Context: an optimization exercise on an open-source flow, tuned for small area, a short achievable clock period and few clock cycles per item. The choices shown serve that exercise and are no tape-out recipe. In this exercise RTL edits were held to simulation tests only and were not proved equivalent to the original. No activity file was given, so power comes from the tool's default toggle rates.

==> flow/design.v (excerpt) <==
module gzip_top
    #(
        parameter OUT_FIFO_LOG = 3
    )
    (
    input          clk,
    input          rst_n,
    input          wr_en_fifo_in,
    input  [31:0]  din_fifo_in,
    input          rd_en_fifo_out,
    input          rev_endianess_in,
    input  [1:0]   btype_in,
    output [127:0] debug_reg,
    output         full_in_fifo,
    output [31:0]  dout_out_fifo_32,
    output reg     last_out_fifo_32,
    output         empty_out_fifo,
    output         irq
    );
==> flow/config.mk <==
export PLATFORM = sky130hd
export DESIGN_NAME = gzip_top
export DESIGN_NICKNAME = gzip_top
export VERILOG_FILES = /design/flow/design.v
export SDC_FILE = /design/flow/constraint.sdc
export NUM_CORES = 8
export LEC_CHECK = 0
export ABC_CLOCK_PERIOD_IN_PS = 4000
export CAP_MARGIN = 40
export CORE_MARGIN = 2
export CORE_UTILIZATION = 43
export CTS_CLUSTER_DIAMETER = 90
export CTS_CLUSTER_SIZE = 24
export SETUP_SLACK_MARGIN = 4.5
export SLEW_MARGIN = 40
export SYNTH_MEMORY_MAX_BITS = 16384
==> flow/constraint.sdc <==
create_clock -name core_clock -period 9.0 [get_ports {clk}]
set_input_delay 1.8000 -clock core_clock [delete_from_list [all_inputs] [get_ports {clk}]]
set_output_delay 1.8000 -clock core_clock [all_outputs]
set_load 0.01 [all_outputs]
run.sh (not shown) runs the stock make flow with config.mk's settings and CLKGATE_MAP_FILE= SYNTH_SCRIPT=/design/flow/synth_recipe.tcl, a recipe that flattens the netlist after the stock synthesis.
Testbench counts at the start, summed over its fixed seeds: cycles 40,059, bytes 78,731.
==> next run, changes <==
Settings changed: CTS_CLUSTER_DIAMETER 90 to 80, CTS_CLUSTER_SIZE 24 to 20, GPL_ROUTABILITY_DRIVEN set to 0.
=> The new run stopped in global routing; area after synthesis does not change; synthesized cell count is unchanged.
==> next run, changes <==
Settings changed: CORE_UTILIZATION 43 to 36, GPL_ROUTABILITY_DRIVEN 0 to not set.
What happened: With this change the flow finished but failed the layout checks on antenna rules. Area after synthesis does not change. Synthesized cell count does not change.
==> next run, changes <==
Settings changed: CORE_UTILIZATION 36 to 46, SETUP_SLACK_MARGIN 4.5 to 5.
With this change the flow ran to the end with no violations; wire length grows by 0.80%; worst setup slack got worse by 0.17 ns; sequential share of layout area grows by 0.84 points; cell area shrinks by 1.7%; synthesized area does not change; total power grows by 4.7%.


v3:
gzip_top again, from the RTL that the note above started with.
export LEC_CHECK = 0
export ABC_CLOCK_PERIOD_IN_PS = 4000
export CAP_MARGIN = 40
export CORE_MARGIN = 2
export CORE_UTILIZATION = 43
export CTS_CLUSTER_DIAMETER = 80
export CTS_CLUSTER_SIZE = 20
export SETUP_SLACK_MARGIN = 4.5
export SLEW_MARGIN = 40
export SYNTH_MEMORY_MAX_BITS = 16384
create_clock -name core_clock -period 9.0 [get_ports {clk}]
v3: all stages complete, timing, DRC and antenna checks passed
Testbench counts of v3, summed over its fixed seeds: cycles 40,059, bytes 78,731.
Input-level comparison between v18 and v3:
# v3
export LEC_CHECK = 0
export ABC_CLOCK_PERIOD_IN_PS = 4000
export CAP_MARGIN = 40
export CORE_MARGIN = 2
export CORE_UTILIZATION = 43
export CTS_CLUSTER_DIAMETER = 80
export CTS_CLUSTER_SIZE = 20
export SETUP_SLACK_MARGIN = 4.5
export SLEW_MARGIN = 40
export SYNTH_MEMORY_MAX_BITS = 16384
create_clock -name core_clock -period 9.0 [get_ports {clk}]
# v18
export LEC_CHECK = 0
export ABC_CLOCK_PERIOD_IN_PS = 4000
export CAP_MARGIN = 40
export CORE_MARGIN = 2
export CORE_UTILIZATION = 40
export CTS_CLUSTER_DIAMETER = 80
export CTS_CLUSTER_SIZE = 20
export SETUP_SLACK_MARGIN = 4.5
export SLEW_MARGIN = 40
export SYNTH_MEMORY_MAX_BITS = 16384
create_clock -name core_clock -period 9.0 [get_ports {clk}]
[summary]
- Between v3 and v18, the flow reports first-iteration detailed-routing DRC count increasing slightly.
- | floorplan die area | v18 vs v3 | worse |
- Diff v18..v3 | post-synthesis share of cell area spent on and, or, nand and nor gates | unchanged
- Compared with v3, in v18 non-clock buffer count decreased 70; clock group power went down by about 0.9%; share of final layout cell area taken by non-clock buffers was more or less identical; leakage power of the design now smaller; data arrival at the endpoint of the critical path now sits lower.
#### Input delta (v16 over v18)
# v18
export LEC_CHECK = 0
export ABC_CLOCK_PERIOD_IN_PS = 4000
export CAP_MARGIN = 40
export CORE_MARGIN = 2
export CORE_UTILIZATION = 40
export CTS_CLUSTER_DIAMETER = 80
export CTS_CLUSTER_SIZE = 20
export SETUP_SLACK_MARGIN = 4.5
export SLEW_MARGIN = 40
export SYNTH_MEMORY_MAX_BITS = 16384
create_clock -name core_clock -period 9.0 [get_ports {clk}]
# v16
export LEC_CHECK = 0
export ABC_CLOCK_PERIOD_IN_PS = 4000
export CAP_MARGIN = 40
export CORE_MARGIN = 2
export CORE_UTILIZATION = 46
export SETUP_SLACK_MARGIN = 4.5
export SLEW_MARGIN = 40
export SYNTH_MEMORY_MAX_BITS = 16384
create_clock -name core_clock -period 9.0 [get_ports {clk}]
Notes after the runs:
Taking v18 as the reference point, the met2 track demand over resource of v16 rises by 6.6 points. Re number of buffers added on ports: no difference whatsoever between v16 and v18. Total power: v16 above v18. Changes observed in v16 relative to v18: max-slew violation total from the final report shows no meaningful change, number of placement rows shows a reduction of about 7%, maximum frequency shows a reduction of 9.7 MHz. Wire length of the first global-routing pass went down slightly going from v18 to v16. Re proportion of layout cells with a drive suffix above 1: v18 was lower than v16. Side by side, critical path depth turned out higher in v16 than in v18.
## Diff of input files: v6 against v16
# v16
export LEC_CHECK = 0
export ABC_CLOCK_PERIOD_IN_PS = 4000
export CAP_MARGIN = 40
export CORE_MARGIN = 2
export CORE_UTILIZATION = 46
export SETUP_SLACK_MARGIN = 4.5
export SLEW_MARGIN = 40
export SYNTH_MEMORY_MAX_BITS = 16384
create_clock -name core_clock -period 9.0 [get_ports {clk}]
# v6
export LEC_CHECK = 0
export ABC_CLOCK_PERIOD_IN_PS = 4000
export CAP_MARGIN = 40
export CORE_MARGIN = 2
export CORE_UTILIZATION = 38
export CTS_CLUSTER_DIAMETER = 80
export CTS_CLUSTER_SIZE = 20
export SETUP_SLACK_MARGIN = 5
export SLEW_MARGIN = 40
export SYNTH_MEMORY_MAX_BITS = 16384
create_clock -name core_clock -period 9.0 [get_ports {clk}]
--- outcome ---
v16 ended up with lz77_enc.alive[917] as its source of the critical timing path; v6 ended up with lz77_enc.E1[827].
v6 leaves more setup margin than v16.
Looking at number of cell instances on the worst register-to-register path, v6 sits 1 higher than v16 does.
Any difference in combined area of the multi-input logic cells between v16 and v6 is small enough to ignore.
Of the two values seen for standard cell with the maximum stage delay on the critical path, nand3_1 was produced by v6 and nand3_2 by v16.
| multi-input gate share of the layout cell area | lower: v16 |
Via count, v6 vs v16: down slightly
> inputs changed (v6 -> v58)
# v6
export LEC_CHECK = 0
export ABC_CLOCK_PERIOD_IN_PS = 4000
export CAP_MARGIN = 40
export CORE_MARGIN = 2
export CORE_UTILIZATION = 38
export CTS_CLUSTER_DIAMETER = 80
export CTS_CLUSTER_SIZE = 20
export SETUP_SLACK_MARGIN = 5
export SLEW_MARGIN = 40
export SYNTH_MEMORY_MAX_BITS = 16384
create_clock -name core_clock -period 9.0 [get_ports {clk}]
# v58
export LEC_CHECK = 0
export ABC_CLOCK_PERIOD_IN_PS = 4000
export CAP_MARGIN = 40
export CORE_MARGIN = 2
export CORE_UTILIZATION = 40
export CTS_CLUSTER_DIAMETER = 80
export CTS_CLUSTER_SIZE = 20
export SETUP_SLACK_MARGIN = 5
export SLEW_MARGIN = 40
export SYNTH_MEMORY_MAX_BITS = 16384
create_clock -name core_clock -period 9.0 [get_ports {clk}]
- v58 can be clocked faster than v6.
- Looking at slowest cell on the critical path, the nand4_1 result is from v58; the nand3_1 one comes from v6.
- Summary of v58 over v6: non-clock buffer count went up 176, summed area of non-filler cells in the final layout went up by 0.71%.
- Est. power | v58 vs v6 | v58 lower
- Against v6, v58 reports a setup slack of the critical path after layout that is higher.
- Between v6 and v58, the final cell count is higher for v6.
- Total routing resource utilization after global routing, v6 and v58, higher one = v58.
- v58: met2 usage in global routing higher than v6

[static timing again, ports no longer ideal]
Ports are ideal in the flow. The routed layouts listed here were re-timed in OpenROAD.
Step 1 assumes that a clkbuf_16 drives the clock port and a buf_2 every other input.
Step 2, shift: input delay + t, output delay - t, t = (earliest + latest rising clock arrival at the registers) / 2. This alone moves slack from input paths to output paths.
Slacks: ideal / step 1 / step 2; pairs: ideal / step 1.
| run | shift t [ns] | setup slack, ns | latest minus earliest clock arrival (ns) |
|---|---|---|---|
| the first run of note 1 | 1.553 | 3.229 / 3.229 / 3.229 | 0.109 / 0.108 |
| the third run of note 1 | 1.570 | 3.401 / 3.401 / 3.401 | 0.222 / 0.221 |
| the fourth run of note 1 | 1.512 | 3.227 / 3.227 / 3.227 | 0.153 / 0.153 |
| v3 | 1.563 | 3.328 / 3.328 / 3.328 | 0.130 / 0.129 |
| v18 | 1.559 | 3.397 / 3.397 / 3.397 | 0.168 / 0.168 |
| v16 | 1.591 | 3.075 / 3.075 / 3.075 | 0.191 / 0.191 |
| v6 | 1.555 | 3.440 / 3.440 / 3.440 | 0.202 / 0.202 |
| v58 | 1.567 | 3.491 / 3.491 / 3.491 | 0.173 / 0.173 |
